Source: an optimization exercise on an open RTL-to-GDS flow (aim: small area, a short achievable clock period and few clock cycles). Production flows keep margins and buffers that such runs may drop. At most, simulation tests tie the RTL to the original design; equivalence was not proved.

==> inputs of v25 <==
Design JAM, start of the top module:
module JAM (
    input CLK,
    input RST,
    output [2:0] W,
    output [2:0] J,
    input [6:0] Cost,
    output [3:0] MatchCount,
    output [9:0] MinCost,
    output Valid
);
Settings: LEC_CHECK=0, CAP_MARGIN=20, CORE_MARGIN=2, CORE_UTILIZATION=40, PLACE_DENSITY=0.6, SLEW_MARGIN=20; clock period 4.5 ns.
run.sh (not shown) runs the stock make flow with config.mk's settings and CLKGATE_MAP_FILE= SYNTH_SCRIPT=/design/flow/synth_recipe.tcl, a recipe that flattens the netlist after the stock synthesis.
==> v14 (differences from v25) <==
--- a/flow/design.v
+++ b/flow/design.v
@@ -3,17 +3,17 @@
     input RST,
     output [2:0] W,
     output [2:0] J,
     input [6:0] Cost,
     output [3:0] MatchCount,
     output [9:0] MinCost,
     output Valid
 );
-    localparam [3:0] P1 = 4'd0, CH = 4'd5, P2 = 4'd1, GAP = 4'd2, GAP3 = 4'd6, DFS = 4'd3, FIN = 4'd7, DONE = 4'd4;
+    localparam [3:0] P1 = 4'd0, CH = 4'd5, P2 = 4'd1, GAP = 4'd2, GAP3 = 4'd6, DFS = 4'd3, FIN = 4'd7, FIN2 = 4'd8, DONE = 4'd4;
     reg [3:0]  ph;
     reg [5:0]  t;           
     reg        qp;          
     reg [5:0]  tq;          
     reg        qv;          
     reg [6:0]  Creg;        
     reg        pend;        
     reg [6:0]  u [0:7];
@@ -33,23 +33,18 @@
     reg [2:0]  PL;          
     reg        PLv;         
     reg [7:0]  used;
     reg [7:0]  Trow;        
     reg        jv;          
     reg        rd;          
     reg        upd;         
     reg [3:0]  pc;          
-    reg [15:0] M4;          
+    reg [7:0]  F4;          
     reg        f4v;         
-    reg [11:0] qr;          
-    reg        qv2;         
-    reg        r2;          
-    reg        g3;          
-    reg        found;       
     assign Valid = (ph == DONE);
     assign MinCost = best;
     assign MatchCount = cnt;
     wire [2:0] hi = t[5:3];
     wire [2:0] lo = t[2:0];
     assign W = (ph == P2) ? lo : hi;
     assign J = (ph == P2) ? hi : lo;
     integer i, a, b;
@@ -159,54 +154,39 @@
         dcol = ~used & ~colany;
     end
     wire       sz0 = (S == 11'd0);
     wire       sz1 = (S == 11'd1);
     wire       dead = (sz0 && (drow != 8'd0 || dcol != 8'd0)) || (sz1 && (two(drow) || two(dcol)));
     wire       desc = jv && !dead && !leaf && le && !(eq && (!d0v || k == 3'd3));
     wire       better = jv && !dead && leaf && le && !eq;
     wire       stay = st_v && !dead;
-    reg  [7:0] fs [0:3];    
-    reg  [7:0] rest;
-    reg [15:0] M4n;         
-    integer c, r, q;
+    reg  [1:0] rk [0:7];    
+    reg  [3:0] M [0:3];     
+    reg  [2:0] p3 [0:3];    
+    reg  [4:0] p4;
+    integer c, r, s0, s1, s2;
     always @(*) begin
-        rest = ~usedn;
-        for (q = 0; q < 4; q = q + 1) begin
-            for (c = 0; c < 8; c = c + 1) fs[q][c] = rest[c] && ((rest & ~(8'hff << c)) == 8'd0);
-            rest = rest & ~fs[q];
+        rk[0] = 2'd0;
+        for (c = 1; c < 8; c = c + 1) rk[c] = rk[c-1] + {1'b0, F4[c-1]};
+        for (r = 0; r < 4; r = r + 1) begin
+            M[r] = 4'd0;
+            for (c = 0; c < 8; c = c + 1)
+                if (F4[c] && tm[8*(4+r) + c]) M[r] = M[r] | (4'd1 << rk[c]);
         end
-        for (r = 0; r < 4; r = r + 1)
-            for (q = 0; q < 4; q = q + 1)
-                M4n[4*r + q] = |(tm[8*(4+r) +: 8] & fs[q]);
-    end
-    function [2:0] perm3;
-        input [15:0] m;
-        input [1:0] x;
-        reg [1:0] a, b, cc;
-        reg [5:0] tt;
-        begin
-            a = (x == 2'd0) ? 2'd1 : 2'd0;
-            b = (x <= 2'd1) ? 2'd2 : 2'd1;
-            cc = (x == 2'd3) ? 2'd2 : 2'd3;
-            tt[0] = m[4+a] & m[8+b] & m[12+cc];
-            tt[1] = m[4+a] & m[8+cc] & m[12+b];
-            tt[2] = m[4+b] & m[8+a] & m[12+cc];
-            tt[3] = m[4+b] & m[8+cc] & m[12+a];
-            tt[4] = m[4+cc] & m[8+a] & m[12+b];
-            tt[5] = m[4+cc] & m[8+b] & m[12+a];
-            perm3 = ({2'd0, tt[0]} + {2'd0, tt[1]} + {2'd0, tt[2]}) +
-                    ({2'd0, tt[3]} + {2'd0, tt[4]} + {2'd0, tt[5]});
+        p4 = 5'd0;
+        for (s0 = 0; s0 < 4; s0 = s0 + 1) begin
+            p3[s0] = 3'd0;
+            for (s1 = 0; s1 < 4; s1 = s1 + 1)
+                for (s2 = 0; s2 < 4; s2 = s2 + 1)
+                    if (s0 != s1 && s0 != s2 && s1 != s2)
+                        p3[s0] = p3[s0] + {2'd0, M[1][s1] & M[2][s2] & M[3][6 - s0 - s1 - s2]};
+            p4 = p4 + (M[0][s0] ? {2'd0, p3[s0]} : 5'd0);
         end
-    endfunction
-    wire [2:0] q0 = M4[0] ? perm3(M4, 2'd0) : 3'd0;
-    wire [2:0] q1 = M4[1] ? perm3(M4, 2'd1) : 3'd0;
-    wire [2:0] q2 = M4[2] ? perm3(M4, 2'd2) : 3'd0;
-    wire [2:0] q3 = M4[3] ? perm3(M4, 2'd3) : 3'd0;
-    wire [3:0] p4 = ({1'b0, qr[2:0]} + {1'b0, qr[5:3]}) + ({1'b0, qr[8:6]} + {1'b0, qr[11:9]});
+    end
     wire [7:0] openl = {1'b0, ~lastf} & ~(8'hff << PL);    
     reg  [2:0] pl2;
     always @(*) begin
         pl2 = 3'd0;
         for (a = 0; a < 7; a = a + 1) if (openl[a]) pl2 = a;
     end
     reg  [7:0] freed;       
     always @(*) begin
@@ -243,46 +223,35 @@
                     end else ph <= GAP3;
                 end
                 P2: begin
                     if (lo != 3'd7) t <= t + 6'd1;
                     else if (needn != 8'd0) t <= {lowest(needn), 3'd0};
                     else ph <= GAP;
                 end
                 GAP: ph <= GAP3;
-                FIN: if (!f4v && !qv2) ph <= (found || r2) ? DONE : GAP3;
+                FIN: ph <= FIN2;
+                FIN2: ph <= DONE;
                 GAP3: begin
                     ph <= DFS;
                     t <= {3'd0, fj};
                 end
                 DFS: begin
                     if (upd || better) ;
                     else if (desc) t <= {kp1, dn_j};
                     else if (stay) t <= {k, st_j};
-                    else if (!PLv) ph <= (f4v || qv2 || (jv && !dead && bulk)) ? FIN :
-                                        (found || r2 || (jv && !dead && leaf && le)) ? DONE : GAP3;
+                    else if (!PLv) ph <= (f4v || bulk || pc != 4'd0) ? FIN : DONE;
                     else t <= {PL, pj};
                 end
                 default: ;
             endcase
         end
     end
     always @(posedge CLK) begin
         Creg <= (ph == P2) ? Cost - udn : Cost;
-        M4 <= M4n;
-        if (ph == P1) g3 <= 1'b0;
-        else if (ph == GAP3) begin
-            g3 <= 1'b1;
-            r2 <= g3;
-        end
-        if (qv2 && qr != 12'd0) found <= 1'b1;
-        f4v <= indfs && jv && !dead && bulk && !upd;
-        qr <= {q3, q2, q1, q0};
-        qv2 <= f4v;
-        pc <= qv2 ? p4 : 4'd0;
         qp <= (ph != P1);
         tq <= t;
         pend <= qv && qlast;
         if (pend) lb0 <= lb0s;
         if (qv) begin
             V <= vmin;
             Trow <= tbn;
             if (!qp) begin
@@ -296,43 +265,45 @@
                 if (qlast) begin
                     v[qhi] <= vmin;
                     for (i = 0; i < 8; i = i + 1) tm[8*i + qhi] <= tbn[i];
                 end
             end
         end
         case (ph)
             GAP3: begin
-                best <= g3 ? 10'h3ff : lb0s;
-                S <= g3 ? {1'b0, ~lb0s} : 11'd0;
-                A <= (g3 ? {1'b0, ~lb0s} : 11'd0) + {4'd0, u[0]};
-                found <= 1'b0;
+                best <= 10'h3ff;
+                S <= {1'b0, ~lb0s};
+                A <= {1'b0, ~lb0s} + {4'd0, u[0]};
                 V <= vpop;
                 cnt <= 4'd0;
                 used <= 8'd0;
                 jv <= 1'b1;
                 upd <= 1'b0;
+                pc <= 4'd0;
+                f4v <= 1'b0;
                 PLv <= 1'b0;
                 rd <= (tm[7:0] == 8'd0);
                 Trow <= tm[7:0];
             end
             DFS: begin
                 if (k != 3'd0 && k != 3'd7) lb[k] <= best - S[9:0];
+                F4 <= ~usedn;
+                f4v <= jv && !dead && bulk;
+                pc <= f4v ? p4[3:0] : 4'd0;
                 if (upd) begin
                     best <= best - S[9:0];
                     cnt <= 4'd1;
                     upd <= 1'b0;
                 end else if (better) begin
-                    found <= 1'b1;
                     S <= sgd;
                     jv <= 1'b0;
                     upd <= 1'b1;
                 end else begin
                     cnt <= cnt + pc + {3'd0, jv && !dead && leaf && eq};
-                    if (jv && !dead && leaf && eq) found <= 1'b1;
                     if (desc) begin
                         S <= sgd;
                         A <= adn;
                         V <= vdown;
                         js[k] <= j;
                         nj[k] <= st_j;
                         nr[k] <= st_r;
                         lastf[k] <= !st_v;
@@ -356,13 +327,17 @@
                         used <= used & ~freed;
                         rd <= nr[PL];
                         jv <= 1'b1;
                         PL <= pl2;
                         PLv <= (openl != 8'd0);
                     end
                 end
             end
-            FIN: cnt <= cnt + pc;
+            FIN: begin
+                cnt <= cnt + pc;
+                pc <= f4v ? p4[3:0] : 4'd0;
+            end
+            FIN2: cnt <= cnt + pc;
             default: ;
         endcase
     end
 endmodule
==> v38 (differences from v25) <==
--- a/flow/design.v
+++ b/flow/design.v
@@ -37,19 +37,16 @@
     reg        jv;          
     reg        rd;          
     reg        upd;         
     reg [3:0]  pc;          
     reg [15:0] M4;          
     reg        f4v;         
     reg [11:0] qr;          
     reg        qv2;         
-    reg        r2;          
-    reg        g3;          
-    reg        found;       
     assign Valid = (ph == DONE);
     assign MinCost = best;
     assign MatchCount = cnt;
     wire [2:0] hi = t[5:3];
     wire [2:0] lo = t[2:0];
     assign W = (ph == P2) ? lo : hi;
     assign J = (ph == P2) ? hi : lo;
     integer i, a, b;
@@ -243,42 +240,35 @@
                     end else ph <= GAP3;
                 end
                 P2: begin
                     if (lo != 3'd7) t <= t + 6'd1;
                     else if (needn != 8'd0) t <= {lowest(needn), 3'd0};
                     else ph <= GAP;
                 end
                 GAP: ph <= GAP3;
-                FIN: if (!f4v && !qv2) ph <= (found || r2) ? DONE : GAP3;
+                FIN: if (!f4v && !qv2) ph <= DONE;
                 GAP3: begin
                     ph <= DFS;
                     t <= {3'd0, fj};
                 end
                 DFS: begin
                     if (upd || better) ;
                     else if (desc) t <= {kp1, dn_j};
                     else if (stay) t <= {k, st_j};
-                    else if (!PLv) ph <= (f4v || qv2 || (jv && !dead && bulk)) ? FIN :
-                                        (found || r2 || (jv && !dead && leaf && le)) ? DONE : GAP3;
+                    else if (!PLv) ph <= (f4v || qv2 || (jv && !dead && bulk)) ? FIN : DONE;
                     else t <= {PL, pj};
                 end
                 default: ;
             endcase
         end
     end
     always @(posedge CLK) begin
         Creg <= (ph == P2) ? Cost - udn : Cost;
         M4 <= M4n;
-        if (ph == P1) g3 <= 1'b0;
-        else if (ph == GAP3) begin
-            g3 <= 1'b1;
-            r2 <= g3;
-        end
-        if (qv2 && qr != 12'd0) found <= 1'b1;
         f4v <= indfs && jv && !dead && bulk && !upd;
         qr <= {q3, q2, q1, q0};
         qv2 <= f4v;
         pc <= qv2 ? p4 : 4'd0;
         qp <= (ph != P1);
         tq <= t;
         pend <= qv && qlast;
         if (pend) lb0 <= lb0s;
@@ -296,43 +286,40 @@
                 if (qlast) begin
                     v[qhi] <= vmin;
                     for (i = 0; i < 8; i = i + 1) tm[8*i + qhi] <= tbn[i];
                 end
             end
         end
         case (ph)
             GAP3: begin
-                best <= g3 ? 10'h3ff : lb0s;
-                S <= g3 ? {1'b0, ~lb0s} : 11'd0;
-                A <= (g3 ? {1'b0, ~lb0s} : 11'd0) + {4'd0, u[0]};
-                found <= 1'b0;
+                best <= 10'h3ff;
+                S <= {1'b0, ~lb0s};
+                A <= {1'b0, ~lb0s} + {4'd0, u[0]};
                 V <= vpop;
                 cnt <= 4'd0;
                 used <= 8'd0;
                 jv <= 1'b1;
                 upd <= 1'b0;
                 PLv <= 1'b0;
                 rd <= (tm[7:0] == 8'd0);
                 Trow <= tm[7:0];
             end
             DFS: begin
                 if (k != 3'd0 && k != 3'd7) lb[k] <= best - S[9:0];
                 if (upd) begin
                     best <= best - S[9:0];
                     cnt <= 4'd1;
                     upd <= 1'b0;
                 end else if (better) begin
-                    found <= 1'b1;
                     S <= sgd;
                     jv <= 1'b0;
                     upd <= 1'b1;
                 end else begin
                     cnt <= cnt + pc + {3'd0, jv && !dead && leaf && eq};
-                    if (jv && !dead && leaf && eq) found <= 1'b1;
                     if (desc) begin
                         S <= sgd;
                         A <= adn;
                         V <= vdown;
                         js[k] <= j;
                         nj[k] <= st_j;
                         nr[k] <= st_r;
                         lastf[k] <= !st_v;
SETUP_SLACK_MARGIN = 0.4   (was default)
==> v30 (differences from v25) <==
--- a/flow/design.v
+++ b/flow/design.v
@@ -3,17 +3,17 @@
     input RST,
     output [2:0] W,
     output [2:0] J,
     input [6:0] Cost,
     output [3:0] MatchCount,
     output [9:0] MinCost,
     output Valid
 );
-    localparam [3:0] P1 = 4'd0, CH = 4'd5, P2 = 4'd1, GAP = 4'd2, GAP3 = 4'd6, DFS = 4'd3, FIN = 4'd7, DONE = 4'd4;
+    localparam [3:0] P1 = 4'd0, CH = 4'd5, P2 = 4'd1, GAP = 4'd2, GAP3 = 4'd6, DFS = 4'd3, FIN = 4'd7, FIN2 = 4'd8, DONE = 4'd4;
     reg [3:0]  ph;
     reg [5:0]  t;           
     reg        qp;          
     reg [5:0]  tq;          
     reg        qv;          
     reg [6:0]  Creg;        
     reg        pend;        
     reg [6:0]  u [0:7];
@@ -35,21 +35,16 @@
     reg [7:0]  used;
     reg [7:0]  Trow;        
     reg        jv;          
     reg        rd;          
     reg        upd;         
     reg [3:0]  pc;          
     reg [15:0] M4;          
     reg        f4v;         
-    reg [11:0] qr;          
-    reg        qv2;         
-    reg        r2;          
-    reg        g3;          
-    reg        found;       
     assign Valid = (ph == DONE);
     assign MinCost = best;
     assign MatchCount = cnt;
     wire [2:0] hi = t[5:3];
     wire [2:0] lo = t[2:0];
     assign W = (ph == P2) ? lo : hi;
     assign J = (ph == P2) ? hi : lo;
     integer i, a, b;
@@ -192,21 +187,21 @@
             tt[2] = m[4+b] & m[8+a] & m[12+cc];
             tt[3] = m[4+b] & m[8+cc] & m[12+a];
             tt[4] = m[4+cc] & m[8+a] & m[12+b];
             tt[5] = m[4+cc] & m[8+b] & m[12+a];
             perm3 = ({2'd0, tt[0]} + {2'd0, tt[1]} + {2'd0, tt[2]}) +
                     ({2'd0, tt[3]} + {2'd0, tt[4]} + {2'd0, tt[5]});
         end
     endfunction
-    wire [2:0] q0 = M4[0] ? perm3(M4, 2'd0) : 3'd0;
-    wire [2:0] q1 = M4[1] ? perm3(M4, 2'd1) : 3'd0;
-    wire [2:0] q2 = M4[2] ? perm3(M4, 2'd2) : 3'd0;
-    wire [2:0] q3 = M4[3] ? perm3(M4, 2'd3) : 3'd0;
-    wire [3:0] p4 = ({1'b0, qr[2:0]} + {1'b0, qr[5:3]}) + ({1'b0, qr[8:6]} + {1'b0, qr[11:9]});
+    wire [3:0] q0 = M4[0] ? {1'b0, perm3(M4, 2'd0)} : 4'd0;
+    wire [3:0] q1 = M4[1] ? {1'b0, perm3(M4, 2'd1)} : 4'd0;
+    wire [3:0] q2 = M4[2] ? {1'b0, perm3(M4, 2'd2)} : 4'd0;
+    wire [3:0] q3 = M4[3] ? {1'b0, perm3(M4, 2'd3)} : 4'd0;
+    wire [3:0] p4 = (q0 + q1) + (q2 + q3);
     wire [7:0] openl = {1'b0, ~lastf} & ~(8'hff << PL);    
     reg  [2:0] pl2;
     always @(*) begin
         pl2 = 3'd0;
         for (a = 0; a < 7; a = a + 1) if (openl[a]) pl2 = a;
     end
     reg  [7:0] freed;       
     always @(*) begin
@@ -243,46 +238,35 @@
                     end else ph <= GAP3;
                 end
                 P2: begin
                     if (lo != 3'd7) t <= t + 6'd1;
                     else if (needn != 8'd0) t <= {lowest(needn), 3'd0};
                     else ph <= GAP;
                 end
                 GAP: ph <= GAP3;
-                FIN: if (!f4v && !qv2) ph <= (found || r2) ? DONE : GAP3;
+                FIN: ph <= FIN2;
+                FIN2: ph <= DONE;
                 GAP3: begin
                     ph <= DFS;
                     t <= {3'd0, fj};
                 end
                 DFS: begin
                     if (upd || better) ;
                     else if (desc) t <= {kp1, dn_j};
                     else if (stay) t <= {k, st_j};
-                    else if (!PLv) ph <= (f4v || qv2 || (jv && !dead && bulk)) ? FIN :
-                                        (found || r2 || (jv && !dead && leaf && le)) ? DONE : GAP3;
+                    else if (!PLv) ph <= (f4v || bulk || pc != 4'd0) ? FIN : DONE;
                     else t <= {PL, pj};
                 end
                 default: ;
             endcase
         end
     end
     always @(posedge CLK) begin
         Creg <= (ph == P2) ? Cost - udn : Cost;
-        M4 <= M4n;
-        if (ph == P1) g3 <= 1'b0;
-        else if (ph == GAP3) begin
-            g3 <= 1'b1;
-            r2 <= g3;
-        end
-        if (qv2 && qr != 12'd0) found <= 1'b1;
-        f4v <= indfs && jv && !dead && bulk && !upd;
-        qr <= {q3, q2, q1, q0};
-        qv2 <= f4v;
-        pc <= qv2 ? p4 : 4'd0;
         qp <= (ph != P1);
         tq <= t;
         pend <= qv && qlast;
         if (pend) lb0 <= lb0s;
         if (qv) begin
             V <= vmin;
             Trow <= tbn;
             if (!qp) begin
@@ -296,43 +280,45 @@
                 if (qlast) begin
                     v[qhi] <= vmin;
                     for (i = 0; i < 8; i = i + 1) tm[8*i + qhi] <= tbn[i];
                 end
             end
         end
         case (ph)
             GAP3: begin
-                best <= g3 ? 10'h3ff : lb0s;
-                S <= g3 ? {1'b0, ~lb0s} : 11'd0;
-                A <= (g3 ? {1'b0, ~lb0s} : 11'd0) + {4'd0, u[0]};
-                found <= 1'b0;
+                best <= 10'h3ff;
+                S <= {1'b0, ~lb0s};
+                A <= {1'b0, ~lb0s} + {4'd0, u[0]};
                 V <= vpop;
                 cnt <= 4'd0;
                 used <= 8'd0;
                 jv <= 1'b1;
                 upd <= 1'b0;
+                pc <= 4'd0;
+                f4v <= 1'b0;
                 PLv <= 1'b0;
                 rd <= (tm[7:0] == 8'd0);
                 Trow <= tm[7:0];
             end
             DFS: begin
                 if (k != 3'd0 && k != 3'd7) lb[k] <= best - S[9:0];
+                M4 <= M4n;
+                f4v <= jv && !dead && bulk;
+                pc <= f4v ? p4 : 4'd0;
                 if (upd) begin
                     best <= best - S[9:0];
                     cnt <= 4'd1;
                     upd <= 1'b0;
                 end else if (better) begin
-                    found <= 1'b1;
                     S <= sgd;
                     jv <= 1'b0;
                     upd <= 1'b1;
                 end else begin
                     cnt <= cnt + pc + {3'd0, jv && !dead && leaf && eq};
-                    if (jv && !dead && leaf && eq) found <= 1'b1;
                     if (desc) begin
                         S <= sgd;
                         A <= adn;
                         V <= vdown;
                         js[k] <= j;
                         nj[k] <= st_j;
                         nr[k] <= st_r;
                         lastf[k] <= !st_v;
@@ -356,13 +342,17 @@
                         used <= used & ~freed;
                         rd <= nr[PL];
                         jv <= 1'b1;
                         PL <= pl2;
                         PLv <= (openl != 8'd0);
                     end
                 end
             end
-            FIN: cnt <= cnt + pc;
+            FIN: begin
+                cnt <= cnt + pc;
+                pc <= f4v ? p4 : 4'd0;
+            end
+            FIN2: cnt <= cnt + pc;
             default: ;
         endcase
     end
 endmodule
==> run summary <==
The routed length on met3 came out at approximately 14 mm. The run finished, with violations left. Setup slack on the critical path of the routed design comes to -0.2072 ns.

In this run the layout check failures are setup timing. The final number of setup-violating endpoints came out at 2.
(the above is from v30)
==> run summary <==
Summed over all nets, wire length on met3 after detailed routing comes to roughly 13 mm. Setup slack closes at 0.3872 ns. The run finished with no timing, DRC or antenna violations. The number of hold-slack violations in the final timing report came out at 0. For this design the top-level I/O count stands at 30. The data arrival at the endpoint of the critical path came out at approximately 4.5 ns.

(the above is from v38)
==> run summary <==
The H-tree generated during clock tree synthesis spans 2 levels. The setup slack of the critical path after layout came out at -2.398 ns. The worst endpoint required time came out at around 4.9 ns. In the detailed route, the total length drawn on met3 is approximately 13 mm. The violated checks flagged are setup timing. Setup violations remaining at the end of the flow were counted as 4. The flow ran to the end, but the layout failed its checks. The layout overhead on the synthesized area is 19.89%.
(the above is from v14)
==> run summary <==
The flow ran to the end and the layout has no timing, DRC or antenna violations. OpenSTA, run right after detailed placement, puts the worst setup slack at -0.3487 ns. No sink is reached through more buffers than the 3 on the longest clock path. Setup violations remaining at the end of the flow were counted as 0. The path class of the tightest hold or removal check is flop to flop. Detailed routing placed a total of 12.09 mm of wire on met3.
(the above is from v25)
Testbench counts of v25, summed over its fixed seeds: cycles 7,709.
For v14, v38 and v30, only the layout was checked, not whether the RTL still works.

-- re-timing with driven ports --
No port has a modelled driver above. Below, the same layouts with a new extraction and two added sets of constraints. Step 1, drivers: a clkbuf_16 drives CLK and a buf_2 each remaining input, both assumed. Step 2 adds t to the input delays and takes it off the output delays; t is the mean of the earliest and latest rising clock arrival at the registers after step 1. Input paths then give back, and output paths get back, about the clock's delay inside the block. Three values: ideal, step 1, step 2; two values: the first two.
run	t (ns)	setup WS [ns]	hold slack, ns	latest minus earliest clock arrival (ns)
v25	0.689	0.077 / 0.077 / -0.405	0.360 / 0.360 / 0.360	0.031 / 0.031
v14	0.689	-2.398 / -2.398 / -2.398	0.524 / 0.524 / 0.524	0.024 / 0.025
v38	0.698	0.387 / 0.387 / -0.136	0.403 / 0.403 / 0.403	0.037 / 0.037
v30	0.694	-0.207 / -0.207 / -0.428	0.528 / 0.528 / 0.528	0.047 / 0.047
Met with ideal ports but missed after step 2: setup timing in v25 and v38. The setup slack of v38, which loses most, moves by 0.000 ns with the drivers and by -0.523 ns with both steps.
